Context: an optimization exercise on an open-source flow, tuned for a short achievable clock period and few clock cycles. The choices shown serve that exercise and are no tape-out recipe.
Only simulation tests tie the RTL to the original design; equivalence was not proved.
No driver is modelled on the clock port, so clocking that relies on it looks cheaper here than on a real chip.
Power figures rest on the tool's default switching activity, not on a simulated workload.

===== design/flow/constraint.sdc =====
create_clock -name core_clock -period 9.0 [get_ports {clock}]
set_input_delay 1.8000 -clock core_clock [delete_from_list [all_inputs] [get_ports {clock}]]
set_output_delay 1.8000 -clock core_clock [all_outputs]
set_load 0.01 [all_outputs]

===== design/flow/flow/run.sh =====
#!/bin/bash
# The standard ORFS layout (the standard.sh), with these changes:
#  - repair_timing aims at a 2.5 ns period instead of stopping at 0 slack on
#    the 9 ns clock (SETUP_SLACK_MARGIN 6.5; the SDC is unchanged);
#  - synthesis leaves additions to ABC instead of mapping full/half-adder
#    cells (ADDER_MAP_FILE empty), and ABC and the resizer avoid the slow
#    3- and 4-high stacked OR/NOR gates, maj3 and the delay cells (added to
#    DONT_USE_CELLS);
#  - clock tree sinks are clustered in groups of at most 20 within 100 um;
here=$(pwd)
base="sky130_fd_sc_hd__probe_p_8 sky130_fd_sc_hd__probec_p_8 sky130_fd_sc_hd__lpflow_bleeder_1 sky130_fd_sc_hd__lpflow_clkbufkapwr_1 sky130_fd_sc_hd__lpflow_clkbufkapwr_16 sky130_fd_sc_hd__lpflow_clkbufkapwr_2 sky130_fd_sc_hd__lpflow_clkbufkapwr_4 sky130_fd_sc_hd__lpflow_clkbufkapwr_8 sky130_fd_sc_hd__lpflow_clkinvkapwr_1 sky130_fd_sc_hd__lpflow_clkinvkapwr_16 sky130_fd_sc_hd__lpflow_clkinvkapwr_2 sky130_fd_sc_hd__lpflow_clkinvkapwr_4 sky130_fd_sc_hd__lpflow_clkinvkapwr_8 sky130_fd_sc_hd__lpflow_decapkapwr_12 sky130_fd_sc_hd__lpflow_decapkapwr_3 sky130_fd_sc_hd__lpflow_decapkapwr_4 sky130_fd_sc_hd__lpflow_decapkapwr_6 sky130_fd_sc_hd__lpflow_decapkapwr_8 sky130_fd_sc_hd__lpflow_inputiso0n_1 sky130_fd_sc_hd__lpflow_inputiso0p_1 sky130_fd_sc_hd__lpflow_inputiso1n_1 sky130_fd_sc_hd__lpflow_inputiso1p_1 sky130_fd_sc_hd__lpflow_inputisolatch_1 sky130_fd_sc_hd__lpflow_isobufsrc_1 sky130_fd_sc_hd__lpflow_isobufsrc_16 sky130_fd_sc_hd__lpflow_isobufsrc_2 sky130_fd_sc_hd__lpflow_isobufsrc_4 sky130_fd_sc_hd__lpflow_isobufsrc_8 sky130_fd_sc_hd__lpflow_isobufsrckapwr_16 sky130_fd_sc_hd__lpflow_lsbuf_lh_hl_isowell_tap_1 sky130_fd_sc_hd__lpflow_lsbuf_lh_hl_isowell_tap_2 sky130_fd_sc_hd__lpflow_lsbuf_lh_hl_isowell_tap_4 sky130_fd_sc_hd__lpflow_lsbuf_lh_isowell_4 sky130_fd_sc_hd__lpflow_lsbuf_lh_isowell_tap_1 sky130_fd_sc_hd__lpflow_lsbuf_lh_isowell_tap_2 sky130_fd_sc_hd__lpflow_lsbuf_lh_isowell_tap_4"
extra=""
for c in or4_1 or4_2 or4_4 or4b_1 or4b_2 or4b_4 or4bb_1 or4bb_2 or4bb_4 \
         nor4_1 nor4_2 nor4_4 nor4b_1 nor4b_2 nor4b_4 nor4bb_1 nor4bb_2 nor4bb_4 \
         o41a_1 o41a_2 o41a_4 o41ai_1 o41ai_2 o41ai_4 a41o_1 a41o_2 a41o_4 a41oi_1 a41oi_2 a41oi_4 \
         clkdlybuf4s15_1 clkdlybuf4s15_2 clkdlybuf4s18_1 clkdlybuf4s18_2 clkdlybuf4s25_1 clkdlybuf4s25_2 \
         clkdlybuf4s50_1 clkdlybuf4s50_2 dlygate4sd1_1 dlygate4sd2_1 dlygate4sd3_1 \
         dlymetal6s2s_1 dlymetal6s4s_1 dlymetal6s6s_1 \
         or3_1 or3_2 or3_4 or3b_1 or3b_2 or3b_4 nor3_1 nor3_2 nor3_4 nor3b_1 nor3b_2 nor3b_4 \
         maj3_1 maj3_2 maj3_4; do
  extra="$extra sky130_fd_sc_hd__$c"
done
args=(SETUP_SLACK_MARGIN=6.5 ADDER_MAP_FILE= "DONT_USE_CELLS=$base$extra"
      CTS_CLUSTER_SIZE=20 CTS_CLUSTER_DIAMETER=100)
bash standard.sh "${args[@]}" cts > "$here/standard.log" 2>&1 || exit 1
odb=$(ls -d "$here"/orfs/results/*/*/*/4_cts.odb)
ODB="$odb" openroad -no_init -exit "$here/flow/clock_root.tcl" > "$here/clock_root.log" 2>&1 || exit 1
bash standard.sh "${args[@]}" finish >> "$here/standard.log" 2>&1

===== design/flow/config.mk =====
export PLATFORM = sky130hd
export DESIGN_NAME = mips_mc
export DESIGN_NICKNAME = mips_mc
export VERILOG_FILES = /design/flow/design.v
export SDC_FILE = /design/flow/constraint.sdc
export NUM_CORES = 4
export LEC_CHECK = 0
export ABC_CLOCK_PERIOD_IN_PS = 2500
export CAP_MARGIN = 20
export CORE_MARGIN = 2
export CORE_UTILIZATION = 40
export SLEW_MARGIN = 20

===== design/flow/standard.sh =====
#!/bin/bash
# synth_recipe.tcl (not shown) runs the flow's synth.tcl, then flattens the netlist and writes it again
# the make line also repeats each setting of config.mk as NAME=value (left out here)
make -C /OpenROAD-flow-scripts/flow DESIGN_CONFIG=/design/flow/config.mk WORK_HOME=/design/flow/orfs CLKGATE_MAP_FILE= SYNTH_SCRIPT=/design/flow/synth_recipe.tcl "${@:-finish}"

===== design/flow/flow/clock_root.tcl =====
read_db $::env(ODB)
set block [ord::get_db_block]
set port_net [$block findNet clock]
set sinks [$port_net getITerms]
if {[llength $sinks] != 1} { puts "CLOCKROOT: port drives [llength $sinks] pins, left as is"; exit 0 }
set root [[lindex $sinks 0] getInst]
set out_net ""
foreach it [$root getITerms] { if {[$it isOutputSignal]} { set out_net [$it getNet] } }
set loads {}
foreach it [$out_net getITerms] { if {[$it getInst] != $root} { lappend loads $it } }
if {[llength $loads] == 0} { puts "CLOCKROOT: root drives nothing, left as is"; exit 0 }
foreach it $loads {
  if {![string match "*clkbuf*" [[[$it getInst] getMaster] getName]]} { puts "CLOCKROOT: root drives a non-buffer, left as is"; exit 0 }
}
set moved 0
if {[llength $loads] > 4} {
  # centre of the buffers
  set sx 0; set sy 0
  foreach it $loads { lassign [[$it getInst] getLocation] x y; set sx [expr {$sx + $x}]; set sy [expr {$sy + $y}] }
  set cx [expr {double($sx) / [llength $loads]}]; set cy [expr {double($sy) / [llength $loads]}]
  # sort by angle around the centre, cut into 4 runs
  set byang {}
  foreach it $loads { lassign [[$it getInst] getLocation] x y; lappend byang [list [expr {atan2($y - $cy, $x - $cx)}] $it] }
  set byang [lsort -real -index 0 $byang]
  set n [llength $byang]
  set keep {}
  for {set g 0} {$g < 4} {incr g} {
    set lo [expr {($g * $n) / 4}]; set hi [expr {(($g + 1) * $n) / 4 - 1}]
    set grp {}
    for {set i $lo} {$i <= $hi} {incr i} { lappend grp [lindex [lindex $byang $i] 1] }
    set k [lindex $grp 0]
    set kinst [$k getInst]
    set knet ""
    foreach it [$kinst getITerms] { if {[$it isOutputSignal]} { set knet [$it getNet] } }
    set gx 0; set gy 0
    foreach it $grp { lassign [[$it getInst] getLocation] x y; set gx [expr {$gx + $x}]; set gy [expr {$gy + $y}] }
    foreach it [lrange $grp 1 end] {
      set inst [$it getInst]
      set onet ""
      foreach t [$inst getITerms] { if {[$t isOutputSignal]} { set onet [$t getNet] } }
      foreach t [$onet getITerms] { if {[$t getInst] != $inst} { $t disconnect; $t connect $knet } }
      foreach t [$onet getBTerms] { puts "CLOCKROOT: a buffer drives a port, left as is"; exit 0 }
      odb::dbInst_destroy $inst
      odb::dbNet_destroy $onet
    }
    $kinst setLocation [expr {int($gx / [llength $grp])}] [expr {int($gy / [llength $grp])}]
    lappend keep $k
    incr moved
  }
  set loads $keep
}
foreach it $loads { $it disconnect; $it connect $port_net }
puts "CLOCKROOT: removed [$root getName] ([[$root getMaster] getName]); port now drives [llength $loads] buffers (merged into $moved)"
odb::dbInst_destroy $root
odb::dbNet_destroy $out_net
if {$moved} {
  detailed_placement
  check_placement
}
write_db $::env(ODB)

===== design/flow/design.v =====
module adder
  #(parameter Width = 32)
  ( input [Width-1:0] in1,
    input [Width-1:0] in2,
    output [Width-1:0] out
  );
  assign out = in1 + in2;
endmodule
module alu
  #(parameter Width = 32)
  ( input [Width-1:0] in1, in2,
    input [5:0] aluop,
    output reg [Width-1:0] out,
    output reg zero
  );
  parameter OPR_ADD = 6'b100000;
  parameter OPR_SUB = 6'b100010;
  always @(in1, in2, aluop)
  begin
    case(aluop)
    OPR_ADD : out = in1 + in2;
    OPR_SUB : out = in1 - in2;
    default : out = 0;
    endcase
    zero = out == 0;
  end
endmodule
module bitdemux
  #(parameter LogNum = 3)
  ( input i,
    input [LogNum - 1:0] s,
    output reg [2**LogNum-1:0] o
  );
  parameter Num = 2**LogNum;
  always @(i, s)
  begin : switch_block
    integer k;
    for(k = 0; k < Num; k = k + 1)
      o[k] = (k == s) ? i : 0;
  end
endmodule
module left_shifter #(parameter LogWidth = 5) (
  input[2**LogWidth-1:0] in,
  input[LogWidth-1:0] shamt,
  output[2**LogWidth-1:0] out
);
  assign out = in << shamt;
endmodule
module mux2
  #(parameter Width = 32)
  ( input [Width-1:0] i0, i1,
    input s,
    output [Width-1:0] o
  );
  assign o = (s ? i1 : i0);
endmodule
module mux8
  #(parameter Width = 32)
  ( input [Width-1:0] i0, i1, i2, i3, i4, i5, i6, i7,
    input [2:0] s,
    output reg [Width-1:0] o
  );
  always @(s, i0, i1, i2, i3, i4, i5, i6, i7)
    case(s)
    3'd0: o = i0;
    3'd1: o = i1;
    3'd2: o = i2;
    3'd3: o = i3;
    3'd4: o = i4;
    3'd5: o = i5;
    3'd6: o = i6;
    3'd7: o = i7;
    default: o = 0;
    endcase
endmodule
module register
  #(parameter Width = 32)
  ( input [Width-1:0] in,
    output reg [Width-1:0] out,
    input load, clock, reset
  );
  always @(posedge clock, posedge reset)
    if(reset) out <= 0;
    else if(load) out <= in;
endmodule
module register_file
  ( input [4:0] raddr1, raddr2, waddr,
    input [31:0] wdata,
    input write, clock, reset,
    output [31:0] rdata1, rdata2
  );
  wire [7:0] l;
  wire [31:0] rout0, rout1, rout2, rout3, rout4, rout5, rout6, rout7;
  bitdemux bdm(.i(write), .s(waddr[2:0]), .o(l));
  register r0(.in(wdata), .out(rout0), .load(l[0]), .clock(clock), .reset(reset));
  register r1(.in(wdata), .out(rout1), .load(l[1]), .clock(clock), .reset(reset));
  register r2(.in(wdata), .out(rout2), .load(l[2]), .clock(clock), .reset(reset));
  register r3(.in(wdata), .out(rout3), .load(l[3]), .clock(clock), .reset(reset));
  register r4(.in(wdata), .out(rout4), .load(l[4]), .clock(clock), .reset(reset));
  register r5(.in(wdata), .out(rout5), .load(l[5]), .clock(clock), .reset(reset));
  register r6(.in(wdata), .out(rout6), .load(l[6]), .clock(clock), .reset(reset));
  register r7(.in(wdata), .out(rout7), .load(l[7]), .clock(clock), .reset(reset));
  mux8 m1(
    .i0(rout0),
    .i1(rout1),
    .i2(rout2),
    .i3(rout3),
    .i4(rout4),
    .i5(rout5),
    .i6(rout6),
    .i7(rout7),
    .s(raddr1[2:0]),
    .o(rdata1)
  );
  mux8 m2(
    .i0(rout0),
    .i1(rout1),
    .i2(rout2),
    .i3(rout3),
    .i4(rout4),
    .i5(rout5),
    .i6(rout6),
    .i7(rout7),
    .s(raddr2[2:0]),
    .o(rdata2)
  );
endmodule
module sign_ext #(parameter src = 16, dest = 32)
(
    input [src-1:0] in,
    output [dest-1:0] out
);
    assign out = { {(dest-src){in[src-1]}}, in};
endmodule
module zero_ext #(parameter src = 16, dest = 32)
(
    input [src-1:0] in,
    output [dest-1:0] out
);
    assign out = { {(dest-src){1'b0}}, in};
endmodule
module op_aut (
  input clock, reset,
  input pc_load,
  input rd_mux_s,
  input write,
  input op2_mux_s,
  input[5:0] alu_funct,
  input branch_mux_s,
  input j_mux_s,
  output[31:0] imem_addr,
  input[31:0] imem_data,
  output rf_we,
  output[2:0] rf_waddr,
  output[31:0] rf_wdata,
  output[5:0] opcode,
  output[5:0] funct,
  output zero
);
  wire[31:0] pc_out, pc_adder_out,
             instruction;
  wire[4:0] rs, rt, rd, rd_mux_out;
  wire[15:0] imm;
  wire[25:0] j_imm;
  wire[31:0] rdata1, rdata2, imm_data, imm_shifted, op2_data, alu_result;
  wire[31:0] branch_adder_out, branch_result;
  wire[31:0] j_imm_data, j_imm_shifted;
  wire[31:0] new_pc;
  register pc(.in(new_pc), .out(pc_out), .load(pc_load), .clock(clock), .reset(reset));
  adder pc_adder(.in1(pc_out), .in2(32'h04), .out(pc_adder_out));
  assign imem_addr = pc_out;
  assign instruction = imem_data;
  assign opcode = instruction[31:26];
  assign funct = instruction[5:0];
  assign rs = instruction[25:21];
  assign rt = instruction[20:16];
  assign rd = instruction[15:11];
  assign imm = instruction[15:0];
  assign j_imm = instruction[25:0];
  mux2 #(.Width(5)) rd_mux(.i0(rt), .i1(rd), .s(rd_mux_s), .o(rd_mux_out));
  assign rf_we = write;
  assign rf_waddr = rd_mux_out[2:0];
  assign rf_wdata = alu_result;
  register_file regs(.raddr1(rs), .raddr2(rt), .waddr(rd_mux_out), .wdata(alu_result),
                     .write(write), .clock(clock), .reset(reset),
                     .rdata1(rdata1), .rdata2(rdata2));
  sign_ext #(.src(16), .dest(32)) imm_ext(.in(imm), .out(imm_data));
  mux2 op2_mux(.i0(rdata2), .i1(imm_data), .s(op2_mux_s), .o(op2_data));
  alu alu_inst(.in1(rdata1), .in2(op2_data), .aluop(alu_funct), .out(alu_result), .zero(zero));
  left_shifter imm_shifter(.in(imm_data), .shamt(5'b00010), .out(imm_shifted));
  adder branch_adder(.in1(pc_adder_out), .in2(imm_shifted), .out(branch_adder_out));
  mux2 branch_mux(.i0(pc_adder_out), .i1(branch_adder_out), .s(branch_mux_s), .o(branch_result));
  zero_ext #(.src(26), .dest(32)) j_imm_ext(.in(j_imm), .out(j_imm_data));
  left_shifter j_imm_shifter(.in(j_imm_data), .shamt(5'b00010), .out(j_imm_shifted));
  mux2 j_mux(.i0(branch_result), .i1(j_imm_shifted), .s(j_mux_s), .o(new_pc));
endmodule
module fsm (
  input clock, reset,
  input [5:0] opcode,
  input [5:0] funct,
  input zero,
  output reg pc_load,
  output reg write,
  output reg [5:0] alu_funct,
  output reg rd_mux_s, op2_mux_s, branch_mux_s, j_mux_s
);
  reg[2:0] state;
  parameter IF = 3'd0;
  parameter ID = 3'd1;
  parameter EX = 3'd2;
  parameter MA = 3'd3;
  parameter WB = 3'd4;
  parameter OP_R = 6'b000000;
  parameter OP_ADDI = 6'b001000;
  parameter OP_BEQ = 6'b000100;
  parameter OP_J = 6'b000010;
  parameter OPR_ADD = 6'b100000;
  parameter OPR_SUB = 6'b100010;
  always @(posedge clock, posedge reset)
  begin
    if (reset)
    begin
      state <= IF;
      pc_load <= 0;
      write <= 0;
      alu_funct <= 0;
      rd_mux_s <= 1;
      op2_mux_s <= 0;
      branch_mux_s <= 0;
      j_mux_s <= 0;
    end
    else
    begin
      case (state)
      IF:
      begin
        pc_load <= 0;
        write <= 0;
        alu_funct <= 0;
        rd_mux_s <= 1;
        op2_mux_s <= 0;
        branch_mux_s <= 0;
        j_mux_s <= 0;
        state <= ID;
      end
      ID:
      begin
        case (opcode)
        OP_R:
        begin
          alu_funct <= funct;
          state <= EX;
        end
        OP_ADDI:
        begin
          alu_funct <= OPR_ADD;
          rd_mux_s <= 0;
          op2_mux_s <= 1;
          state <= EX;
        end
        OP_BEQ:
        begin
          alu_funct <= OPR_SUB;
          rd_mux_s <= 1;
          state <= EX;
        end
        OP_J:
        begin
          j_mux_s <= 1;
          pc_load <= 1;
          state <= IF;
        end
        endcase
      end
      EX:
      begin
        case (opcode)
        OP_R, OP_ADDI: state <= WB;
        OP_BEQ:
        begin
          branch_mux_s <= zero;
          pc_load <= 1;
          state <= IF;
        end
        endcase
      end
      MA:;
      WB:
      begin
        write <= 1;
        pc_load <= 1;
        state <= IF;
      end
      default: state <= IF;
      endcase
    end
  end
endmodule
module mips_mc #(parameter NRC = 3, parameter PCW = 12) (
  input clock,
  input reset,
  output [31:0] imem_addr,
  input [31:0] imem_data,
  output rf_we,
  output [2:0] rf_waddr,
  output [31:0] rf_wdata
);
  reg [PCW-1:0] pc_q;               
  reg [PCW-1:0] pcn_q;              
  wire [PCW-1:0] pc_i = ~pcn_q;
  reg        v_d;                   
  reg        vb_d;                  
  reg        btd_d;                 
  reg        isi_d, sub_d, wr_d;
  reg [2:0]  wa_d;
  reg [7:0]  sa_d, sb_d;            
  reg        swa_d, swb_d;          
  reg        depa_d;                
  reg        depbp_d, depbn_d;      
  reg        subr_d;                
  reg [15:0] imm_d;
  reg [PCW-1:0] pcp1_d;                
  reg [PCW-1:0] pcm1_d;                
  reg        jf_d;                  
  reg [PCW-1:0] jt_d;                  
  reg [NRC-1:0] rc_v;
  reg [PCW-1:0] rc_key [0:NRC-1];
  reg [PCW-1:0] rc_tgt [0:NRC-1];
  reg [1:0]  rc_ptr;
  reg        fill_e, fj_e;          
  reg [PCW-1:0] fkey_e;
  reg [PCW-1:0] jt_e;
  reg [31:0] a_e, b_e;
  reg        sub_e, we_e, vb_e;
  reg [2:0]  wa_e;
  reg [PCW-1:0] tgt_e;                 
  reg        we_w;
  reg [2:0]  wa_o;                  
  reg [31:0] wd_o;
  reg [7:0]  wen_w;                 
  reg [31:0] wd_w;
  reg [31:0] rf [0:7];
  wire [31:0] alu_e   = a_e + b_e + {31'd0, sub_e};
  wire        taken_e = vb_e & (a_e == b_e);
  reg [31:0] rfa_d, rfb_d;
  integer i;
  always @* begin
    rfa_d = {32{swa_d}} & wd_w;
    rfb_d = {32{swb_d}} & wd_w;
    for (i = 0; i < 8; i = i + 1) begin
      rfa_d = rfa_d | ({32{sa_d[i]}} & rf[i]);
      rfb_d = rfb_d | ({32{sb_d[i]}} & rf[i]);
    end
  end
  wire [31:0] sext_d = {{16{imm_d[15]}}, imm_d};
  wire [31:0] opa_d = ({32{depa_d}} & alu_e) | rfa_d;
  wire [31:0] opb_d = ({32{depbp_d}} & alu_e) | ({32{depbn_d}} & ~alu_e) |
                      (rfb_d ^ {32{subr_d}}) | ({32{isi_d}} & sext_d);
  wire        isi_f = imem_data[29];
  wire        isb_f = imem_data[28];
  wire        isj_f = imem_data[27];
  wire        isr_f = ~imem_data[29] & ~imem_data[28] & ~imem_data[27];
  wire [5:0]  fn_f  = imem_data[5:0];
  wire        fadd_f = (fn_f == 6'b100000);
  wire        fsub_f = (fn_f == 6'b100010);
  wire        zero_f = isr_f & ~fadd_f & ~fsub_f;    
  wire [2:0]  rs_f = imem_data[23:21];
  wire [2:0]  rt_f = imem_data[18:16];
  wire [2:0]  rd_f = imem_data[13:11];
  wire        same_f = (rs_f == rt_f);
  wire        bt_f  = isb_f & same_f;                
  wire        ua_f = ~zero_f;                        
  wire        ub_f = ~zero_f & ~isi_f;               
  wire        wa_hit_f = we_e & (wa_e == rs_f);
  wire        wb_hit_f = we_e & (wa_e == rt_f);
  wire        wr_now_d = v_d & wr_d;
  wire        ea_hit_f = wr_now_d & (wa_d == rs_f);
  wire        eb_hit_f = wr_now_d & (wa_d == rt_f);
  wire [PCW-1:0] pcp1_f = pc_i + 1'b1;
  wire [NRC-1:0] rc_hit;
  genvar g;
  generate for (g = 0; g < NRC; g = g + 1) begin : rc_look
    assign rc_hit[g] = rc_v[g] & (rc_key[g] == pc_i);
  end endgenerate
  reg [PCW-1:0] rc_t;
  integer m;
  always @* begin
    rc_t = {PCW{1'b0}};
    for (m = 0; m < NRC; m = m + 1) rc_t = rc_t | ({PCW{rc_hit[m]}} & rc_tgt[m]);
  end
  wire [PCW-1:0] seq_n = (|rc_hit) ? rc_t : pcp1_f;
  wire [PCW-1:0] tgt_d = pcp1_d + imm_d[PCW-1:0];
  wire        btd_f = bt_f;
  wire        redir_f = isj_f;
  wire [PCW-1:0] pc_e = taken_e ? tgt_e : btd_d ? tgt_d : seq_n;
  wire           jsel = isj_f & ~taken_e & ~btd_d;
  wire [PCW-1:0] pc_n = jsel ? imem_data[PCW-1:0] : pc_e;
  wire [PCW-1:0] rc_ft = fj_e ? jt_e : tgt_e;
  assign imem_addr = {{(30-PCW){1'b0}}, pc_q, 2'b00};
  assign rf_we     = we_w;
  assign rf_waddr  = wa_o;
  assign rf_wdata  = wd_o;
  integer k;
  always @(posedge clock, posedge reset) begin
    if (reset) begin
      pc_q   <= {PCW{1'b0}};
      pcn_q  <= {PCW{1'b1}};
      v_d    <= 1'b0;
      vb_d   <= 1'b0;
      btd_d  <= 1'b0;
      isi_d  <= 1'b0;
      sub_d  <= 1'b0;
      wr_d   <= 1'b0;
      wa_d   <= 3'd0;
      sa_d   <= 8'd0;
      sb_d   <= 8'd0;
      swa_d  <= 1'b0;
      swb_d  <= 1'b0;
      depa_d <= 1'b0;
      depbp_d <= 1'b0;
      depbn_d <= 1'b0;
      subr_d <= 1'b0;
      jf_d   <= 1'b0;
      rc_v   <= {NRC{1'b0}};
      rc_ptr <= 2'd0;
      fill_e <= 1'b0;
      fj_e   <= 1'b0;
      sub_e  <= 1'b0;
      we_e   <= 1'b0;
      vb_e   <= 1'b0;
      wa_e   <= 3'd0;
      we_w   <= 1'b0;
      wen_w  <= 8'd0;
      for (k = 0; k < 8; k = k + 1) rf[k] <= 32'd0;
    end else begin
      pc_q   <= pc_n;
      pcn_q  <= ~pc_n;
      v_d    <= ~taken_e & ~btd_d & ~redir_f;
      vb_d   <= ~taken_e & ~btd_d & isb_f & ~same_f;
      btd_d  <= ~taken_e & ~btd_d & btd_f;
      isi_d  <= isi_f;
      sub_d  <= isr_f & fsub_f;
      wr_d   <= isr_f | isi_f;
      wa_d   <= isr_f ? rd_f : rt_f;
      for (k = 0; k < 8; k = k + 1) begin
        sa_d[k] <= ua_f & ~ea_hit_f & ~wa_hit_f & (rs_f == k);
        sb_d[k] <= ub_f & ~eb_hit_f & ~wb_hit_f & (rt_f == k);
      end
      swa_d  <= ua_f & ~ea_hit_f & wa_hit_f;
      swb_d  <= ub_f & ~eb_hit_f & wb_hit_f;
      depa_d <= ua_f & ea_hit_f;
      depbp_d <= ub_f & eb_hit_f & ~(isr_f & fsub_f);
      depbn_d <= ub_f & eb_hit_f & (isr_f & fsub_f);
      subr_d <= isr_f & fsub_f & ~eb_hit_f;
      jf_d   <= isj_f;
      fill_e <= jf_d | btd_d;
      fj_e   <= jf_d;
      if (fill_e) begin
        rc_v[rc_ptr] <= 1'b1;
        rc_ptr <= (rc_ptr == NRC - 1) ? 2'd0 : rc_ptr + 2'd1;
      end
      sub_e <= sub_d;
      we_e  <= ~taken_e & v_d & wr_d;
      vb_e  <= ~taken_e & vb_d;
      wa_e  <= wa_d;
      we_w <= we_e;
      for (k = 0; k < 8; k = k + 1) wen_w[k] <= we_e & (wa_e == k);
      for (k = 0; k < 8; k = k + 1) if (wen_w[k]) rf[k] <= wd_w;
    end
  end
  always @(posedge clock) begin
    imm_d  <= imem_data[15:0];
    pcp1_d <= pcp1_f;
    pcm1_d <= pc_i - 1'b1;
    jt_d   <= imem_data[PCW-1:0];
    fkey_e <= pcm1_d;
    jt_e   <= jt_d;
    if (fill_e) begin
      rc_key[rc_ptr] <= fkey_e;
      rc_tgt[rc_ptr] <= rc_ft;
    end
    a_e   <= opa_d;
    b_e   <= opb_d;
    tgt_e <= tgt_d;
    wd_w  <= alu_e;
    wa_o  <= wa_e;
    wd_o  <= alu_e;
  end
endmodule

==> results of run 1 <==
## cell type report
cell class	count	share of cell area (%)
Clock buffer	59	3.21
Clock inverter	8	0.350
Inverter	47	0.644
Multi-Input combinational cell	1501	40.5
Sequential cell	580	45.8
Tap cell	864	3.48
Timing Repair Buffer	294	6.05
## Yosys cell counts (8+ instances only)
cell type	n	area (sq um)
dfrtp_1	322	8060
mux2_2	275	3100
dfxtp_1	174	3480
nor2_1	135	507
nand2_1	115	432
clkbuf_1	109	409
a22oi_1	107	803
xnor2_1	105	920
xor2_1	83	727
edfxtp_1	72	2160
a222oi_1	71	711
a21oi_1	66	330
a221oi_1	66	578
nand3_1	64	320
inv_1	46	173
buf_1	42	158
o21ai_0	40	200
nand4_1	38	238
a22o_1	31	272
a31oi_1	30	188
o211ai_1	30	225
and3_1	21	131
buf_4	21	158
nand2b_1	21	131
mux2i_1	18	180
a21o_1	17	128
or2_2	17	106
and4_1	16	140
clkbuf_2	15	75.1
o2111ai_1	13	114
a211oi_1	12	90.1
dfstp_2	12	315
and2_1	11	68.8
buf_2	9	45.0
nor2b_1	9	56.3
o31ai_1	8	60.1
## worst reg2reg max path: stages, from the launching register on
cell and delay (ps):
dfrtp_1 390, buf_2 140, a21oi_2 40, o311ai_2 290
nand4_1 190, a21o_1 230, buf_6 130, a211o_1 290
a311oi_4 220, buf_6 170, buf_1 110, o211a_1 180
nand2_1 70, a21o_1 180
## state kept, by name, summed over array words and instances, names as in the netlist, 11 cells and up
name / flops
rf: 256
rc_key: 36
rc_tgt: 36
a_e: 32
b_e: 32
wd_w: 32
fkey_e: 12
jt_e: 12
pc_q: 12
pcm1_d: 12
pcn_q: 12
tgt_e: 12
jt_d: 11
pcp1_d: 11
## power by group through the flow
stage                     clock, uW  combinational (uW)  sequential, uW
after CTS                      1800                3150            4550
final                          1710                3430            4620
after global placement            0                2530            4620
after floorplan                   0                2170            4190
after detailed placement          0                2580            4660
after global routing           1850                3720            4740
## worst paths after layout
check / end / cells past startpoint / from
min in group asynchronous: rf[6][25]$_DFFE_PP0P_ / 3 / reset
min: fkey_e[9]$_DFF_P_ / 0 / pcm1_d[9]$_DFF_P_
min reg2reg: fkey_e[9]$_DFF_P_ / 0 / pcm1_d[9]$_DFF_P_
max in group asynchronous: vb_e$_DFF_PP0_ / 4 / reset
max: imem_addr[7] / 1 / pc_q[5]$_DFF_PP0_
max reg2reg: a_e[28]$_DFF_P_ / 13 / sub_e$_DFF_PP0_
## metrics by stage
stage	total power [uW]	setup WS (ps)	util [%]
floorplan	6360	2750	-
global placement	7150	4930	41.8
detailed placement	7240	4900	41.8
CTS	9510	6020	45.7
global route	10300	6160	47.4
finish	9760	6240	47.4
## cell families (layout without fill, tap and decap cells)
group	count (synthesis)	after routing	synth area share [%]
other	1	20	0.0142
and+or+nand+nor	460	462	8.52
AOI/OAI and AO/OA	536	536	15.7
xor gates and xnor gates	190	190	6.37
buffers and inverters	243	408	3.87
DFF	580	580	53.2
muxes	293	293	12.4
## timing repair
item,in CTS,in global routing
hold buffers,0,0
resized for setup,309,217
pin swaps,35,54
endpoints found under the setup margin,419,459
cloned,1,2
buffers inserted,101,80
## layer usage
layer / vias up / global-route usage (%) / share of wire, %
met5: - / 0 / 0.015
met4: 2 / 8.48 / 3.4
met3: 217 / 5.23 / 9.2
met2: 1060 / 37.4 / 45
met1: 10300 / 34.4 / 43
li1: 8853 / - / -
==> summary.md, run 1 <==
| Metric | Value |
|---|---|
| First-pass DRT Iterations | 8 |
| Inserted Diodes | 0 |
| Area of the mapped netlist | 0.0264 sq mm |
| Sequential area share after synthesis | 53.2% |
| Fill cell count | 5,865 |
| Worst Path Buf+Inv | 1 |
| Placeable Area | 0.0655 sq mm |
| Vias in the first global route | 20,200 |
| Delay-heaviest family, CP | flip-flops |
| Hold WS | 327 ps |
| P_leak | 0.0123 uW |
| CTS Buffer Depth | 3 |
| Net Sw Power | 3680 uW |
| GRT Total Usage | 24.5% |
| Top_reg_cell synth | dfrtp_1 |
| R2R Setup Slk | 6260 ps |
| Total grt overflow | 0 |
| H-tree depth | 2 |
| Fin cells | 3,353 |
| Max-slew headroom | 19.2% |
| Max-cap viol count | 0 |
| Die Area | 0.0680 sq mm |
| Worst min-delay path class | register to register |
| CP max FO | 1 |
| Crit-path max cell delay | 410 ps |
| Distinct cells, synth | 71 |
| CP Launch Type | register |
| Number of synthesized flops with an enable pin | 72 |
| Crit end category | output port |
| Initial antenna violation count | 1 |
| Global-route wire length before repair | 126,000 microns |
| Starting Density | 40.3% |
| Commonest non-fill, non-tap cell in the layout | dfrtp_1 |
| Cell internal pwr | 6080 uW |
| Worst VDD drop | 0.163 mV |
| Area Overhead vs Synth | 17.8% |
| CTS tree | yes |
| Site row count | 94 |
| Via count | 20,400 |
| CP cell instances | clkbuf_2 |
| Slew @ Worst Pin | 1210 ps |
| RD Place Congestion | 0.919 |
| DRC viols | 0 |
| Setup Skew | 39.9 ps |
| Synth warn | 2 |
| Die Ht | 261 microns |
| Cell count after placement | 3,102 |
| Post-route cell area | 0.0311 sq mm |
| Clk sinks | 580 |
| Fraction of layout cells with a size suffix above 1 | 31.2% |
| Commonest cells after routing, fill and taps aside | dfrtp_1, mux2_2, buf_1 |
| Critical path data required time | 7200 ps |
| Mean post-synth cell area | 11.5 sq um |
| FFs w/ async S/R, synth | 57.6% |
| Max Clock Freq | 363 MHz |
| Area of the multi-input gates | 0.0126 sq mm |
| Final #Nets | 2,494 |
| Maximum number of pins on one net before global-route repair | 77 |
| Inserted Clock Buffers | 37 |
| Die width | 261 microns |
| Minimum clock period | 2760 ps |
| Cell count after synthesis | 2,303 |
| Final number of max-transition violations | 0 |
| Status | no timing/DRC/antenna violations |
| Sw frac | 37.7% |
| Synth Register Bits | 580 |
| HPWL after detailed placement | 52,400 microns |
| Reg area | 0.0142 sq mm |
| Critical path class | register to output port |
| Endpoints failing hold | 0 |
| DP Area | 0.0274 sq mm |
| Setup tns final | 0 ps |
| RSZ-0062 raised after global routing | true |
| Later-pin clock latency in the skew report | 420 ps |
| DRT Wirelength | 85,500 microns |
| Final setup violation count | 0 |
| Final Cycle Share | 30.6% |
| Port Buf Inserts | 74 |
| I/O Pins | 102 |
| Vias per inst | 6.09 |
| Antenna viol nets, final | 0 |
| Slowest CP cell | dfrtp_1 |
| Avg WL per Cell | 25.5 microns |
| DRT iter0 DRCs | 2,006 |
| Sequential power share | 47.3% |
| Power Dens Cells | 314 mW/mm^2 |
| Clock group share of total power | 17.6% |
| Combinational share of power | 35.1% |
| Worst-path clk slew | 90 ps |
| Clk root buf | clkbuf_16 |
| Crit path DAT | 960 ps |
Testbench counts, summed over its fixed seeds: cycles 29,161.
==> run 2: changes to the inputs <==
--- a/design/flow/design.v
+++ b/design/flow/design.v
@@ -408,27 +408,14 @@
       v_d    <= 1'b0;
       vb_d   <= 1'b0;
       btd_d  <= 1'b0;
-      isi_d  <= 1'b0;
-      sub_d  <= 1'b0;
       wr_d   <= 1'b0;
-      wa_d   <= 3'd0;
-      sa_d   <= 8'd0;
-      sb_d   <= 8'd0;
-      swa_d  <= 1'b0;
-      swb_d  <= 1'b0;
-      depa_d <= 1'b0;
-      depbp_d <= 1'b0;
-      depbn_d <= 1'b0;
-      subr_d <= 1'b0;
       jf_d   <= 1'b0;
       rc_v   <= {NRC{1'b0}};
       rc_ptr <= 2'd0;
       fill_e <= 1'b0;
       fj_e   <= 1'b0;
-      sub_e  <= 1'b0;
       we_e   <= 1'b0;
       vb_e   <= 1'b0;
-      wa_e   <= 3'd0;
       we_w   <= 1'b0;
       wen_w  <= 8'd0;
       for (k = 0; k < 8; k = k + 1) rf[k] <= 32'd0;
@@ -438,20 +425,7 @@
       v_d    <= ~taken_e & ~btd_d & ~redir_f;
       vb_d   <= ~taken_e & ~btd_d & isb_f & ~same_f;
       btd_d  <= ~taken_e & ~btd_d & btd_f;
-      isi_d  <= isi_f;
-      sub_d  <= isr_f & fsub_f;
       wr_d   <= isr_f | isi_f;
-      wa_d   <= isr_f ? rd_f : rt_f;
-      for (k = 0; k < 8; k = k + 1) begin
-        sa_d[k] <= ua_f & ~ea_hit_f & ~wa_hit_f & (rs_f == k);
-        sb_d[k] <= ub_f & ~eb_hit_f & ~wb_hit_f & (rt_f == k);
-      end
-      swa_d  <= ua_f & ~ea_hit_f & wa_hit_f;
-      swb_d  <= ub_f & ~eb_hit_f & wb_hit_f;
-      depa_d <= ua_f & ea_hit_f;
-      depbp_d <= ub_f & eb_hit_f & ~(isr_f & fsub_f);
-      depbn_d <= ub_f & eb_hit_f & (isr_f & fsub_f);
-      subr_d <= isr_f & fsub_f & ~eb_hit_f;
       jf_d   <= isj_f;
       fill_e <= jf_d | btd_d;
       fj_e   <= jf_d;
@@ -459,16 +433,29 @@
         rc_v[rc_ptr] <= 1'b1;
         rc_ptr <= (rc_ptr == NRC - 1) ? 2'd0 : rc_ptr + 2'd1;
       end
-      sub_e <= sub_d;
       we_e  <= ~taken_e & v_d & wr_d;
       vb_e  <= ~taken_e & vb_d;
-      wa_e  <= wa_d;
       we_w <= we_e;
       for (k = 0; k < 8; k = k + 1) wen_w[k] <= we_e & (wa_e == k);
       for (k = 0; k < 8; k = k + 1) if (wen_w[k]) rf[k] <= wd_w;
     end
   end
   always @(posedge clock) begin
+    for (k = 0; k < 8; k = k + 1) begin
+      sa_d[k] <= ua_f & ~ea_hit_f & ~wa_hit_f & (rs_f == k);
+      sb_d[k] <= ub_f & ~eb_hit_f & ~wb_hit_f & (rt_f == k);
+    end
+    isi_d  <= isi_f;
+    sub_d  <= isr_f & fsub_f;
+    wa_d   <= isr_f ? rd_f : rt_f;
+    swa_d  <= ua_f & ~ea_hit_f & wa_hit_f;
+    swb_d  <= ub_f & ~eb_hit_f & wb_hit_f;
+    depa_d <= ua_f & ea_hit_f;
+    depbp_d <= ub_f & eb_hit_f & ~(isr_f & fsub_f);
+    depbn_d <= ub_f & eb_hit_f & (isr_f & fsub_f);
+    subr_d <= isr_f & fsub_f & ~eb_hit_f;
+    sub_e <= sub_d;
+    wa_e  <= wa_d;
     imm_d  <= imem_data[15:0];
     pcp1_d <= pcp1_f;
     pcm1_d <= pc_i - 1'b1;
--- a/design/flow/flow/run.sh
+++ b/design/flow/flow/run.sh
@@ -4,8 +4,8 @@
 #    the 9 ns clock (SETUP_SLACK_MARGIN 6.5; the SDC is unchanged);
 #  - synthesis leaves additions to ABC instead of mapping full/half-adder
 #    cells (ADDER_MAP_FILE empty), and ABC and the resizer avoid the slow
-#    3- and 4-high stacked OR/NOR gates, maj3 and the delay cells (added to
-#    DONT_USE_CELLS);
+#    3- and 4-high stacked OR/NOR gates, 4-input ANDs, maj3 and the delay
+#    cells (added to DONT_USE_CELLS);
 #  - clock tree sinks are clustered in groups of at most 20 within 100 um;
 here=$(pwd)
 base="sky130_fd_sc_hd__probe_p_8 sky130_fd_sc_hd__probec_p_8 sky130_fd_sc_hd__lpflow_bleeder_1 sky130_fd_sc_hd__lpflow_clkbufkapwr_1 sky130_fd_sc_hd__lpflow_clkbufkapwr_16 sky130_fd_sc_hd__lpflow_clkbufkapwr_2 sky130_fd_sc_hd__lpflow_clkbufkapwr_4 sky130_fd_sc_hd__lpflow_clkbufkapwr_8 sky130_fd_sc_hd__lpflow_clkinvkapwr_1 sky130_fd_sc_hd__lpflow_clkinvkapwr_16 sky130_fd_sc_hd__lpflow_clkinvkapwr_2 sky130_fd_sc_hd__lpflow_clkinvkapwr_4 sky130_fd_sc_hd__lpflow_clkinvkapwr_8 sky130_fd_sc_hd__lpflow_decapkapwr_12 sky130_fd_sc_hd__lpflow_decapkapwr_3 sky130_fd_sc_hd__lpflow_decapkapwr_4 sky130_fd_sc_hd__lpflow_decapkapwr_6 sky130_fd_sc_hd__lpflow_decapkapwr_8 sky130_fd_sc_hd__lpflow_inputiso0n_1 sky130_fd_sc_hd__lpflow_inputiso0p_1 sky130_fd_sc_hd__lpflow_inputiso1n_1 sky130_fd_sc_hd__lpflow_inputiso1p_1 sky130_fd_sc_hd__lpflow_inputisolatch_1 sky130_fd_sc_hd__lpflow_isobufsrc_1 sky130_fd_sc_hd__lpflow_isobufsrc_16 sky130_fd_sc_hd__lpflow_isobufsrc_2 sky130_fd_sc_hd__lpflow_isobufsrc_4 sky130_fd_sc_hd__lpflow_isobufsrc_8 sky130_fd_sc_hd__lpflow_isobufsrckapwr_16 sky130_fd_sc_hd__lpflow_lsbuf_lh_hl_isowell_tap_1 sky130_fd_sc_hd__lpflow_lsbuf_lh_hl_isowell_tap_2 sky130_fd_sc_hd__lpflow_lsbuf_lh_hl_isowell_tap_4 sky130_fd_sc_hd__lpflow_lsbuf_lh_isowell_4 sky130_fd_sc_hd__lpflow_lsbuf_lh_isowell_tap_1 sky130_fd_sc_hd__lpflow_lsbuf_lh_isowell_tap_2 sky130_fd_sc_hd__lpflow_lsbuf_lh_isowell_tap_4"
@@ -17,7 +17,8 @@
          clkdlybuf4s50_1 clkdlybuf4s50_2 dlygate4sd1_1 dlygate4sd2_1 dlygate4sd3_1 \
          dlymetal6s2s_1 dlymetal6s4s_1 dlymetal6s6s_1 \
          or3_1 or3_2 or3_4 or3b_1 or3b_2 or3b_4 nor3_1 nor3_2 nor3_4 nor3b_1 nor3b_2 nor3b_4 \
-         maj3_1 maj3_2 maj3_4; do
+         maj3_1 maj3_2 maj3_4 \
+         and4_1 and4_2 and4_4 and4b_1 and4b_2 and4b_4 and4bb_1 and4bb_2 and4bb_4; do
   extra="$extra sky130_fd_sc_hd__$c"
 done
 args=(SETUP_SLACK_MARGIN=6.5 ADDER_MAP_FILE= "DONT_USE_CELLS=$base$extra"
==> summary.md, run 2 <==
| Metric | Value |
|---|---|
| Vias in the first global route | 19,900 (was 20,200) |
| CP max FO | 6 (was 1) |
| Minimum clock period | 2750 ps (was 2760 ps) |
| Max-slew headroom | 19.6% (was 19.2%) |
| Cell internal pwr | 5930 uW (was 6080 uW) |
| Global-route wire length before repair | 124,000 microns (was 126,000 microns) |
| Final #Nets | 2,467 (was 2,494) |
| Endpoints failing hold | 0 (unchanged) |
| I/O Pins | 102 (unchanged) |
| Avg WL per Cell | 25.0 microns (was 25.5 microns) |
| Post-route cell area | 0.0304 sq mm (was 0.0311 sq mm) |
| Later-pin clock latency in the skew report | 410 ps (was 420 ps) |
| Fraction of layout cells with a size suffix above 1 | 28.8% (was 31.2%) |
| Critical path data required time | 9290 ps (was 7200 ps) |
| CP Launch Type | input pin (was register) |
| Worst Path Buf+Inv | 3 (was 1) |
| Sequential power share | 48.9% (was 47.3%) |
| CTS Buffer Depth | 3 (unchanged) |
| Clock group share of total power | 17.5% (was 17.6%) |
| Total grt overflow | 0 (unchanged) |
| Status | no timing/DRC/antenna violations (unchanged) |
| Slew @ Worst Pin | 1210 ps (about the same) |
| Commonest non-fill, non-tap cell in the layout | dfrtp_1 (unchanged) |
| Worst-path clk slew | 80 ps (was 90 ps) |
| Clk sinks | 580 (unchanged) |
| Via count | 20,200 (was 20,400) |
| Max-cap viol count | 0 (unchanged) |
| Die Ht | 261 microns (about the same) |
| DP Area | 0.0273 sq mm (was 0.0274 sq mm) |
| Setup Skew | 48.5 ps (was 39.9 ps) |
| Power Dens Cells | 308 mW/mm^2 (was 314 mW/mm^2) |
| Top_reg_cell synth | dfrtp_1 (unchanged) |
| Top cells by area, synth | dfrtp_1, dfxtp_1, mux2_2, edfxtp_1, xnor2_1 (unchanged) |
| DRT iter0 DRCs | 2,148 (was 2,006) |
| Final setup violation count | 0 (unchanged) |
| Mean post-synth cell area | 11.3 sq um (was 11.5 sq um) |
| HPWL after detailed placement | 50,000 microns (was 52,400 microns) |
| Tot Pwr | 9390 uW (was 9760 uW) |
| First-pass DRT Iterations | 10 (was 8) |
| H-tree depth | 2 (unchanged) |
| Cell accounting for the most synthesized area | dfrtp_1 (unchanged) |
| CP cell instances | buf_6 > buf_12 > buf_12 > or2_4 > a21oi_2 > o21ai_1 > a2111o_1 > o221a_2 (was clkbuf_2) |
| FFs w/ async S/R, synth | 52.2% (was 57.6%) |
| Inserted Clock Buffers | 35 (was 37) |
| Synth Area in Adders | 0% (unchanged) |
| P_leak | 0.0121 uW (was 0.0123 uW) |
| Worst VDD drop | 0.149 mV (was 0.163 mV) |
| Setup tns final | 0 ps (unchanged) |
| CTS tree | yes (unchanged) |
| Top-count cell post-synth | dfrtp_1 (unchanged) |
| Synth Register Bits | 580 (unchanged) |
| Crit end category | register (was output port) |
| Vias per inst | 6.07 (was 6.09) |
| Cell count after synthesis | 2,343 (was 2,303) |
| Final number of max-transition violations | 0 (unchanged) |
| Synth Area in Compound Gates | 16.2% (was 15.7%) |
| Worst min-delay path class | register to register (unchanged) |
| Area Overhead vs Synth | 15.3% (was 17.8%) |
| Number of synthesized flops with an enable pin | 72 (unchanged) |
| Delay-heaviest family, CP | compound AO/OA/AOI/OAI gates (was flip-flops) |
| Final Cycle Share | 30.5% (was 30.6%) |
| Starting Density | 40.3% (about the same) |
| Antenna viol nets, final | 0 (unchanged) |
| Final core utilization | 46.5% (was 47.4%) |
| Synth warn | 2 (unchanged) |
| GRT Total Usage | 23.9% (was 24.5%) |
| Synth top cells by count | dfrtp_1, mux2_2, dfxtp_1, nor2_1, nand2_1 (unchanged) |
| Crit path DAT | 3040 ps (was 960 ps) |
| Fill cell count | 5,953 (was 5,865) |
| Net Sw Power | 3460 uW (was 3680 uW) |
| Most used cell, CP | buf_12 |
| Maximum number of pins on one net before global-route repair | 122 (was 77) |
| Mux share of post-synthesis cell area | 11.9% (was 12.4%) |
| Commonest cells after routing, fill and taps aside | dfrtp_1, mux2_2, dfxtp_1 (was dfrtp_1, mux2_2, buf_1) |
| Max Clock Freq | 364 MHz (was 363 MHz) |
| Inserted Diodes | 0 (unchanged) |
| Largest regs | rf x256, rc_key x36, rc_tgt x36 (unchanged) |
| Largest family of logic cells by synthesized area | compound AO/OA/AOI/OAI gates (unchanged) |
| Area of the mapped netlist | 0.0264 sq mm (about the same) |
| Placeable Area | 0.0655 sq mm (unchanged) |
| Slowest CP cell | a2111o_1 (was dfrtp_1) |
| Initial antenna violation count | 3 (was 1) |
| Yosys top cell area share | 27.6% (was 30.6%) |
| Clk root buf | clkbuf_16 (unchanged) |
| Hold buffer count at CTS | 0 (unchanged) |
| RSZ-0062 raised after global routing | true (unchanged) |
| Max FFs per register | 256 (unchanged) |
| DRC viols | 0 (unchanged) |
| Die Area | 0.0681 sq mm (was 0.0680 sq mm) |
| Crit-path max cell delay | 340 ps (was 410 ps) |
| Port Buf Inserts | 74 (unchanged) |
| RD Place Congestion | 0.876 (was 0.919) |
| Sequential area share after synthesis | 52.5% (was 53.2%) |
| Critical path class | input pin to register (was register to output port) |
| Site row count | 94 (unchanged) |
| Sw frac | 36.9% (was 37.7%) |
| Post-Synth Simple-Gate Area | 8.31% (was 8.52%) |
| XOR/XNOR share of the synthesized area | 6.62% (was 6.37%) |
| DRT Wirelength | 83,000 microns (was 85,500 microns) |
| Most flop-heavy register | rf (unchanged) |
| Die width | 261 microns (about the same) |
| Distinct cells, synth | 77 (was 71) |
| Combinational share of power | 33.5% (was 35.1%) |
run 2: metal layers:
layer / up-vias / global-route usage, % / share of wire [%]
li1: 8797 / - / -
met1: 10100 / 32.4 / 42
met2: 980 / 38.1 / 46
met3: 264 / 4.30 / 7.8
met4: 4 / 8.94 / 4.1
met5: - / 0 / 0.025
run 2: power groups by stage:
| stage | clock [uW] | sequential (uW) | combinational (uW) |
|---|---|---|---|
| 3_3_place_gp | 0 | 4600 | 2400 |
| 3_5_place_dp | 0 | 4650 | 2460 |
| 4_1_cts | 1730 | 4540 | 2930 |
| 6_report | 1650 | 4590 | 3150 |
| 5_1_grt | 1770 | 4700 | 3420 |
| 2_1_floorplan | 0 | 4190 | 2140 |
run 2: per-stage QoR:
stage,hold slack [ps],std cells,worst slack [ps]
3_5_place_dp,312,3129,4930
2_1_floorplan,310,2362,3180
5_1_grt,336,3324,6220
3_3_place_gp,310,3129,4980
4_1_cts,331,3279,6050
6_report,332,3324,6250
run 2: path summary, 6_finish.rpt:
check,start,end,slack (ps),cells past startpoint
worst max-delay path,imem_data[27],pc_q[8]$_DFF_PP0_,6250,8
worst min-delay path,pcm1_d[7]$_DFF_P_,fkey_e[7]$_DFF_P_,330,0
worst max register to register,pcn_q[10]$_DFF_PP1_,pc_q[10]$_DFF_PP0_,6330,13
worst min register to register,pcm1_d[7]$_DFF_P_,fkey_e[7]$_DFF_P_,330,0
max in group asynchronous,reset,pcn_q[9]$_DFF_PP1_,6630,4
min in group asynchronous,reset,vb_d$_DFF_PP0_,1610,3
run 2: layout make-up:
class,instances,area (sq um),share of cell area (%)
Sequential cell,580,14100,46.2
Timing Repair inverter,1,5.00,0.0164
Multi-Input combinational cell,1510,12400,40.7
Inverter,62,240,0.789
Clock inverter,5,75.1,0.247
Tap cell,864,1080,3.55
Timing Repair Buffer,244,1610,5.29
Clock buffer,58,962,3.16
run 2: worst register-to-register path: cells and delay by family, from the launching register on:
family / cells / cell delay [ps]
AOI/OAI and AO/OA: 5 / 990
xor gates and xnor gates: 1 / 80
buffers and inverters: 5 / 600
DFF: 1 / 580
and+or+nand+nor: 2 / 310
run 2: cell families (layout without fill, tap and decap cells):
| family | Yosys count | count (layout) |
|---|---|---|
| AND/OR/NAND/NOR | 461 | 461 |
| AO/OA/AOI/OAI | 553 | 553 |
| buffers and inverters | 272 | 370 |
| multiplexers | 280 | 280 |
| other | 1 | 20 |
| XOR/XNOR | 196 | 196 |
| flip-flops | 580 | 580 |
run 2: repair_timing:
item / CTS / global route
setup buffers: 85 / 46
resized for setup: 283 / 171
pin swaps: 38 / 53
setup endpoints to repair: 415 / 315
cloned: 1 / 0
Testbench counts of run 2, summed over its fixed seeds: cycles 29,161.
==> run 3: changes to the inputs <==
--- a/design/flow/design.v
+++ b/design/flow/design.v
@@ -318,6 +318,7 @@
   reg        depa_d;                
   reg        depbp_d, depbn_d;      
   reg        subr_d;                
+  reg        zero_d, zero_e;        
   reg [15:0] imm_d;
   reg [PCW-1:0] pcp1_d;                
   reg [PCW-1:0] pcm1_d;                
@@ -341,6 +342,7 @@
   reg [31:0] wd_w;
   reg [31:0] rf [0:7];
   wire [31:0] alu_e   = a_e + b_e + {31'd0, sub_e};
+  wire [31:0] res_e   = zero_e ? 32'd0 : alu_e;
   wire        taken_e = vb_e & (a_e == b_e);
   reg [31:0] rfa_d, rfb_d;
   integer i;
@@ -353,8 +355,9 @@
     end
   end
   wire [31:0] sext_d = {{16{imm_d[15]}}, imm_d};
-  wire [31:0] opa_d = ({32{depa_d}} & alu_e) | rfa_d;
-  wire [31:0] opb_d = ({32{depbp_d}} & alu_e) | ({32{depbn_d}} & ~alu_e) |
+  wire [31:0] opa_d = ({32{depa_d & ~zero_e}} & alu_e) | rfa_d;
+  wire [31:0] opb_d = ({32{depbp_d & ~zero_e}} & alu_e) |
+                      ({32{depbn_d & ~zero_e}} & ~alu_e) | {32{depbn_d & zero_e}} |
                       (rfb_d ^ {32{subr_d}}) | ({32{isi_d}} & sext_d);
   wire        isi_f = imem_data[29];
   wire        isb_f = imem_data[28];
@@ -369,8 +372,8 @@
   wire [2:0]  rd_f = imem_data[13:11];
   wire        same_f = (rs_f == rt_f);
   wire        bt_f  = isb_f & same_f;                
-  wire        ua_f = ~zero_f;                        
-  wire        ub_f = ~zero_f & ~isi_f;               
+  wire        ua_f = 1'b1;                           
+  wire        ub_f = ~isi_f;                         
   wire        wa_hit_f = we_e & (wa_e == rs_f);
   wire        wb_hit_f = we_e & (wa_e == rt_f);
   wire        wr_now_d = v_d & wr_d;
@@ -447,6 +450,8 @@
     end
     isi_d  <= isi_f;
     sub_d  <= isr_f & fsub_f;
+    zero_d <= zero_f;
+    zero_e <= zero_d;
     wa_d   <= isr_f ? rd_f : rt_f;
     swa_d  <= ua_f & ~ea_hit_f & wa_hit_f;
     swb_d  <= ub_f & ~eb_hit_f & wb_hit_f;
@@ -469,8 +474,8 @@
     a_e   <= opa_d;
     b_e   <= opb_d;
     tgt_e <= tgt_d;
-    wd_w  <= alu_e;
+    wd_w  <= res_e;
     wa_o  <= wa_e;
-    wd_o  <= alu_e;
+    wd_o  <= res_e;
   end
 endmodule
==> summary.md, run 3 <==
| Metric | Value |
|---|---|
| Cell count after placement | 3,090 (was 3,129) |
| GRT Total Usage | 23.0% (was 23.9%) |
| Commonest non-fill, non-tap cell in the layout | dfrtp_1 (unchanged) |
| Synth warn | 2 (unchanged) |
| Worst Path Buf+Inv | 1 (was 3) |
| Worst-path clk slew | 90 ps (was 80 ps) |
| Critical path class | register to output port (was input pin to register) |
| HPWL after detailed placement | 49,100 microns (was 50,000 microns) |
| Critical path data required time | 7200 ps (was 9290 ps) |
| Avg WL per Cell | 24.3 microns (was 25.0 microns) |
| Setup tns final | 0 ps (unchanged) |
| Synth top cells by count | dfrtp_1, mux2_2, dfxtp_1, nor2_1 (was dfrtp_1, mux2_2, dfxtp_1, nor2_1, nand2_1) |
| Antenna viol nets, final | 0 (unchanged) |
| Status | no timing/DRC/antenna violations (unchanged) |
| Inserted Clock Buffers | 35 (unchanged) |
| Via count | 20,100 (was 20,200) |
| Number of synthesized flops with an enable pin | 72 (unchanged) |
| Final Cycle Share | 30.7% (was 30.5%) |
| DRT Wirelength | 80,700 microns (was 83,000 microns) |
| Endpoints failing hold | 0 (unchanged) |
| Cell count after synthesis | 2,320 (was 2,343) |
| DRC viols | 0 (unchanged) |
| Distinct cells, synth | 77 (unchanged) |
| Met3 WL | 6790 microns (was 6470 microns) |
| Crit path DAT | 960 ps (was 3040 ps) |
| CP max FO | 1 (was 6) |
| Die Area | 0.0674 sq mm (was 0.0681 sq mm) |
| DRT iter0 DRCs | 2,497 (was 2,148) |
| RSZ-0062 raised after global routing | true (unchanged) |
| Slowest CP cell | dfrtp_1 (was a2111o_1) |
| Max-cap viol count | 0 (unchanged) |
| Maximum number of pins on one net before global-route repair | 125 (was 122) |
| CP cell instances | buf_6 (was buf_6 > buf_12 > buf_12 > or2_4 > a21oi_2 > o21ai_1 > a2111o_1 > o221a_2) |
| Later-pin clock latency in the skew report | 390 ps (was 410 ps) |
| Fin cells | 3,322 (was 3,324) |
| Minimum clock period | 2760 ps (was 2750 ps) |
| CTS tree | yes (unchanged) |
| Placeable Area | 0.0645 sq mm (was 0.0655 sq mm) |
| I/O Pins | 102 (unchanged) |
| RD Place Congestion | 0.917 (was 0.876) |
| Wire length on met1 | 34,700 microns (was 34,800 microns) |
| CP Launch Type | register (was input pin) |
| Starting Density | 40.5% (was 40.3%) |
| Total grt overflow | 0 (unchanged) |
| Mean post-synth cell area | 11.3 sq um (about the same) |
| Hold buffer count at CTS | 0 (unchanged) |
| Yosys top cell area share | 27.9% (was 27.6%) |
| H-tree depth | 2 (unchanged) |
| Clk root buf | clkbuf_16 (unchanged) |
| Vias in the first global route | 19,700 (was 19,900) |
| First-pass DRT Iterations | 9 (was 10) |
| Final setup violation count | 0 (unchanged) |
| Top Layer Used | met4 (was met5) |
| Area of the mapped netlist | 0.0261 sq mm (was 0.0264 sq mm) |
| Delay-heaviest family, CP | flip-flops (was compound AO/OA/AOI/OAI gates) |
| P_leak | 0.0119 uW (was 0.0121 uW) |
| Setup Skew | 29.8 ps (was 48.5 ps) |
| Site row count | 93 (was 94) |
| Crit end category | output port (was register) |
| Worst min-delay path class | register to register (unchanged) |
| Top_reg_cell synth | dfrtp_1 (unchanged) |
| FFs w/ async S/R, synth | 52.1% (was 52.2%) |
| Initial antenna violation count | 1 (was 3) |
| Final #Nets | 2,474 (was 2,467) |
| Commonest cells after routing, fill and taps aside | dfrtp_1, mux2_2, nor2_1 (was dfrtp_1, mux2_2, dfxtp_1) |
| Die width | 260 microns (was 261 microns) |
| Fraction of layout cells with a size suffix above 1 | 30.2% (was 28.8%) |
| Synth Register Bits | 582 (was 580) |
| Max Clock Freq | 362 MHz (was 364 MHz) |
| Top-count cell post-synth | dfrtp_1 (unchanged) |
| Clk sinks | 582 (was 580) |
| Largest regs | rf x256, rc_key x36, rc_tgt x36 (unchanged) |
| Worst VDD drop | 0.142 mV (was 0.149 mV) |
| CTS Buffer Depth | 3 (unchanged) |
| Vias per inst | 6.06 (was 6.07) |
| Crit-path max cell delay | 430 ps (was 340 ps) |
| Power Dens Cells | 306 mW/mm^2 (was 308 mW/mm^2) |
| Final number of max-transition violations | 0 (unchanged) |
| Port Buf Inserts | 74 (unchanged) |
| Top cells by area, synth | dfrtp_1, dfxtp_1, mux2_2, edfxtp_1, xnor2_1 (unchanged) |
| Area Overhead vs Synth | 16.6% (was 15.3%) |
| Cell accounting for the most synthesized area | dfrtp_1 (unchanged) |
| Die Ht | 260 microns (was 261 microns) |
| Met2 WL | 36,600 microns (was 38,200 microns) |
| Global-route wire length before repair | 120,000 microns (was 124,000 microns) |
| Max FFs per register | 256 (unchanged) |
| Slew @ Worst Pin | 1190 ps (was 1210 ps) |
| Most flop-heavy register | rf (unchanged) |
| Sequential area share after synthesis | 53.2% (was 52.5%) |
| Max-slew headroom | 20.8% (was 19.6%) |
run 3: per-layer routing:
metal  GRT usage [%]  vias up
met2            35.9     1009
met4            7.28        0
met1            32.3    10100
li1                -     8790
met3            4.43      204
met5               0        -
run 3: kinds of logic after synthesis:
| kind of cell | after synthesis | share of synthesized area, % |
|---|---|---|
| AND/OR/NAND/NOR | 478 | 8.45 |
| XOR/XNOR | 190 | 6.43 |
| multiplexers | 281 | 12.1 |
| buffers and inverters | 245 | 4.06 |
| AO/OA/AOI/OAI | 543 | 15.7 |
| flip-flops | 582 | 53.2 |
| other | 1 | 0.0144 |
run 3: cell type report:
type / count / area [sq um]
repair inverters: 1 / 5.00
inverters: 33 / 135
multi-input cells: 1512 / 12300
diodes: 1 / 2.50
flip-flops and latches: 582 / 14200
fillers: 5825 / 34000
clock buffers: 55 / 950
repair buffers: 276 / 1810
well taps: 855 / 1070
clock inverters: 7 / 47.5
run 3: path summary, 6_finish.rpt:
check                                       start                   to  slack (ps)  cells past startpoint
max in group asynchronous                   reset  pcn_q[11]$_DFF_PP1_        6470                      4
worst min-delay path            pcm1_d[5]$_DFF_P_    fkey_e[5]$_DFF_P_         320                      0
worst min register to register  pcm1_d[5]$_DFF_P_    fkey_e[5]$_DFF_P_         320                      0
min in group asynchronous                   reset    pc_q[0]$_DFF_PP0_        1660                      2
worst max register to register     a_e[5]$_DFF_P_      b_e[24]$_DFF_P_        6310                     12
worst max-delay path            pc_q[2]$_DFF_PP0_         imem_addr[4]        6240                      1
run 3: power breakdown:
group / internal [uW] / leakage [uW] / switching, uW
clock: 739 / 0.000486 / 865
sequential: 3660 / 0.00624 / 902
combinational: 1500 / 0.00514 / 1650
total: 5900 / 0.0119 / 3420
run 3: timing repair:
action,CTS,global route
cloned,2,2
buffers inserted,115,50
gates resized for setup,333,170
pin swaps,43,66
setup endpoints to repair,434,227
run 3: worst register-to-register path: stages (launching register included):
cell	delay, ps
dfxtp_4	380
buf_6	130
xor2_4	190
and3_1	190
o2111a_2	250
o21ai_2	100
buf_6	150
o31ai_4	210
a311oi_2	160
o311a_1	360
xnor2_2	170
nor2_2	120
o221ai_1	130
run 3: stage by stage:
stage / utilization [%] / instance area (sq um) / hold slack [ps] / total power, uW / setup slack [ps]
after global routing: 47.3 / 30500 / 324 / 9820 / 6200
after detailed placement: 41.8 / 26900 / 312 / 6940 / 5070
after global placement: 41.8 / 26900 / 313 / 6830 / 5180
final: 47.3 / 30500 / 325 / 9320 / 6240
after CTS: 45.9 / 29600 / 328 / 9080 / 6020
after floorplan: - / 26400 / 310 / 6170 / 3180
Testbench counts of run 3, summed over its fixed seeds: cycles 29,161.
==> run 4: changes to the inputs <==
--- a/design/flow/config.mk
+++ b/design/flow/config.mk
@@ -8,5 +8,5 @@
 export ABC_CLOCK_PERIOD_IN_PS = 2500
 export CAP_MARGIN = 20
 export CORE_MARGIN = 2
-export CORE_UTILIZATION = 40
+export CORE_UTILIZATION = 55
 export SLEW_MARGIN = 20
==> summary.md, run 4 <==
| Metric | Value |
|---|---|
| Slowest CP cell | xnor2_1 (was dfrtp_1) |
| Final #Nets | 2,464 (was 2,474) |
| Inserted Clock Buffers | 35 (unchanged) |
| Initial antenna violation count | 2 (was 1) |
| Setup Skew | 23.2 ps (was 29.8 ps) |
| Final Cycle Share | 30.8% (was 30.7%) |
| P_leak | 0.0119 uW (about the same) |
| Clk sinks | 582 (unchanged) |
| RD Place Congestion | 0.929 (was 0.917) |
| Max-slew headroom | 17.8% (was 20.8%) |
| Largest regs | rf x256, rc_key x36, rc_tgt x36 (unchanged) |
| Die Ht | 222 microns (was 260 microns) |
| Yosys top cell area share | 27.9% (unchanged) |
| I/O Pins | 102 (unchanged) |
| Die width | 222 microns (was 260 microns) |
| Most flop-heavy register | rf (unchanged) |
| GRT Total Usage | 32.3% (was 23.0%) |
| Die Area | 0.0493 sq mm (was 0.0674 sq mm) |
| H-tree depth | 2 (unchanged) |
| Tot Pwr | 9380 uW (was 9320 uW) |
| Vias per inst | 6.63 (was 6.06) |
| Top_reg_cell synth | dfrtp_1 (unchanged) |
| Starting Density | 55.9% (was 40.5%) |
| Status | no timing/DRC/antenna violations (unchanged) |
| Global-route wire length before repair | 122,000 microns (was 120,000 microns) |
| Minimum clock period | 2770 ps (was 2760 ps) |
| Fraction of layout cells with a size suffix above 1 | 30.4% (was 30.2%) |
| Cell accounting for the most synthesized area | dfrtp_1 (unchanged) |
| Setup tns final | 0 ps (unchanged) |
| Antenna viol nets, final | 0 (unchanged) |
| CP Launch Type | register (unchanged) |
| DRT iter0 DRCs | 2,737 (was 2,497) |
| Site row count | 79 (was 93) |
| Placeable Area | 0.0468 sq mm (was 0.0645 sq mm) |
| DRC viols | 0 (unchanged) |
| Final number of max-transition violations | 0 (unchanged) |
| FFs w/ async S/R, synth | 52.1% (unchanged) |
| CTS tree | yes (unchanged) |
| Sequential area share after synthesis | 53.2% (unchanged) |
| Via count | 20,300 (was 20,100) |
| Clk root buf | clkbuf_16 (unchanged) |
| Critical path class | register to register (was register to output port) |
| Port Buf Inserts | 74 (unchanged) |
| First-pass DRT Iterations | 8 (was 9) |
| RSZ-0062 raised after global routing | true (unchanged) |
| CTS Buffer Depth | 3 (unchanged) |
| Power Dens Cells | 311 mW/mm^2 (was 306 mW/mm^2) |
| CP max FO | 21 (was 1) |
| Maximum number of pins on one net before global-route repair | 167 (was 125) |
| Synth Register Bits | 582 (unchanged) |
| Synth top cells by count | dfrtp_1, mux2_2, dfxtp_1, nor2_1 (unchanged) |
| Max-cap viol count | 0 (unchanged) |
| Fill cell count | 3,706 (was 5,825) |
| Crit-path max cell delay | 520 ps (was 430 ps) |
| Later-pin clock latency in the skew report | 390 ps (about the same) |
| Slew @ Worst Pin | 1230 ps (was 1190 ps) |
| CP cell instances | xnor2_1 > nand4_1 > nor2_1 > nand4_1 > nor2_2 > buf_6 > nor2_1 > a22o_1 > o22a_1 > o22a_1 (was buf_6) |
| Max FFs per register | 256 (unchanged) |
| Area Overhead vs Synth | 15.5% (was 16.6%) |
| DRT Wirelength | 82,200 microns (was 80,700 microns) |
| Top-count cell post-synth | dfrtp_1 (unchanged) |
| HPWL after detailed placement | 48,700 microns (was 49,100 microns) |
| Distinct cells, synth | 77 (unchanged) |
| Mean post-synth cell area | 11.3 sq um (unchanged) |
| Total grt overflow | 0 (unchanged) |
| Top cells by area, synth | dfrtp_1, dfxtp_1, mux2_2, edfxtp_1, xnor2_1 (unchanged) |
| Endpoints failing hold | 0 (unchanged) |
| Area of the mapped netlist | 0.0261 sq mm (unchanged) |
| Synth warn | 2 (unchanged) |
| R2R Setup Slk | 6230 ps (was 6310 ps) |
| Worst VDD drop | 0.267 mV (was 0.142 mV) |
| Commonest cells after routing, fill and taps aside | dfrtp_1, mux2_2, dfxtp_1 (was dfrtp_1, mux2_2, nor2_1) |
| Max Clock Freq | 361 MHz (was 362 MHz) |
| Commonest non-fill, non-tap cell in the layout | dfrtp_1 (unchanged) |
| Avg WL per Cell | 26.8 microns (was 24.3 microns) |
| Crit path DAT | 3060 ps (was 960 ps) |
| Critical path data required time | 9280 ps (was 7200 ps) |
| Number of synthesized flops with an enable pin | 72 (unchanged) |
| Worst-path clk slew | 90 ps (about the same) |
| Crit end category | register (was output port) |
| Hold buffer count at CTS | 0 (unchanged) |
| Cell count after synthesis | 2,320 (unchanged) |
| Vias in the first global route | 19,500 (was 19,700) |
| Worst min-delay path class | register to register (unchanged) |
| Final setup violation count | 0 (unchanged) |
[run 4: changes by cell type in the layout (fill, tap and decap cells not counted), moves of 7 or more]
cell	previous run	this run
dfxtp_1	120	134
dfxtp_2	40	29
nor2_2	16	25
nor2_1	131	124
buf_1	120	109
buf_6	53	61
[run 4: stage by stage]
stage               std cells  util, %  instance area [sq um]  hold slack, ps  setup slack, ps
global placement         2845     56.9                  26600             310             5240
floorplan                2339        -                  26400             310             3180
finish                   3065     64.5                  30200             329             6230
global route             3064     64.5                  30200             343             6190
detailed placement       2845     56.9                  26600             313             5170
CTS                      3014     62.7                  29300             331             6040
[run 4: timing repair]
item,in CTS,in global routing
gates cloned,2,3
resized for setup,348,154
pin swaps,52,74
buffers inserted,103,46
endpoints found under the setup margin,241,366
[run 4: worst paths after layout]
path,from,to,cells past startpoint
setup / recovery,b_e[26]$_DFF_P_,pc_q[8]$_DFF_PP0_,10
hold reg to reg,zero_d$_DFF_P_,zero_e$_DFF_P_,0
max in group asynchronous,reset,wen_w[7]$_DFF_PP0_,4
min in group asynchronous,reset,rf[1][8]$_DFFE_PP0P_,2
hold / removal,zero_d$_DFF_P_,zero_e$_DFF_P_,0
setup reg to reg,b_e[26]$_DFF_P_,pc_q[8]$_DFF_PP0_,10
[run 4: layer usage]
| metal | GRT usage [%] | wire (microns) | vias to the layer above |
|---|---|---|---|
| met5 | 0 | 0 | - |
| met4 | 9.26 | 2390 | 0 |
| met3 | 7.88 | 8420 | 199 |
| met2 | 47.1 | 35000 | 1163 |
| met1 | 47.9 | 36400 | 10200 |
| li1 | - | - | 8773 |
[run 4: area by class of cell]
class                           count  area (sq um)  area share (%)
Antenna cell                        1          2.50         0.00829
Clock buffer                       59           966            3.20
Clock inverter                      4          45.0           0.149
Inverter                           33           131           0.435
Multi-Input combinational cell   1513         12300            40.9
Sequential cell                   582         14100            46.8
Tap cell                          607           759            2.52
Timing Repair Buffer              265          1790            5.94
Timing Repair inverter              1          5.00          0.0166
[run 4: cells by family (layout without fill, tap and decap cells)]
logic type / Yosys count / count (layout) / synth area share (%)
DFF: 582 / 582 / 53.2
AOI/OAI and AO/OA: 543 / 543 / 15.7
and+or+nand+nor: 478 / 479 / 8.45
muxes: 281 / 281 / 12.1
buffers and inverters: 245 / 362 / 4.06
xor gates and xnor gates: 190 / 190 / 6.43
other: 1 / 21 / 0.0144
[run 4: power breakdown]
part           internal (uW)  switching (uW)
clock                    748             868
sequential              3650             885
combinational           1510            1720
[run 4: worst max-delay path: cells and delay by family (launching register included)]
family                    cells  cell delay [ps]
and+or+nand+nor               5              760
DFF                           1              400
AOI/OAI and AO/OA             3              720
buffers and inverters         1              280
xor gates and xnor gates      1              520

Setup slack of run 4, layout unchanged: 6.227 ns with ideal ports, 6.135 ns with driving cells assumed (clock clkbuf_16, inputs buf_2), 5.981 ns with port delays also shifted by the 0.506 ns mid clock arrival.
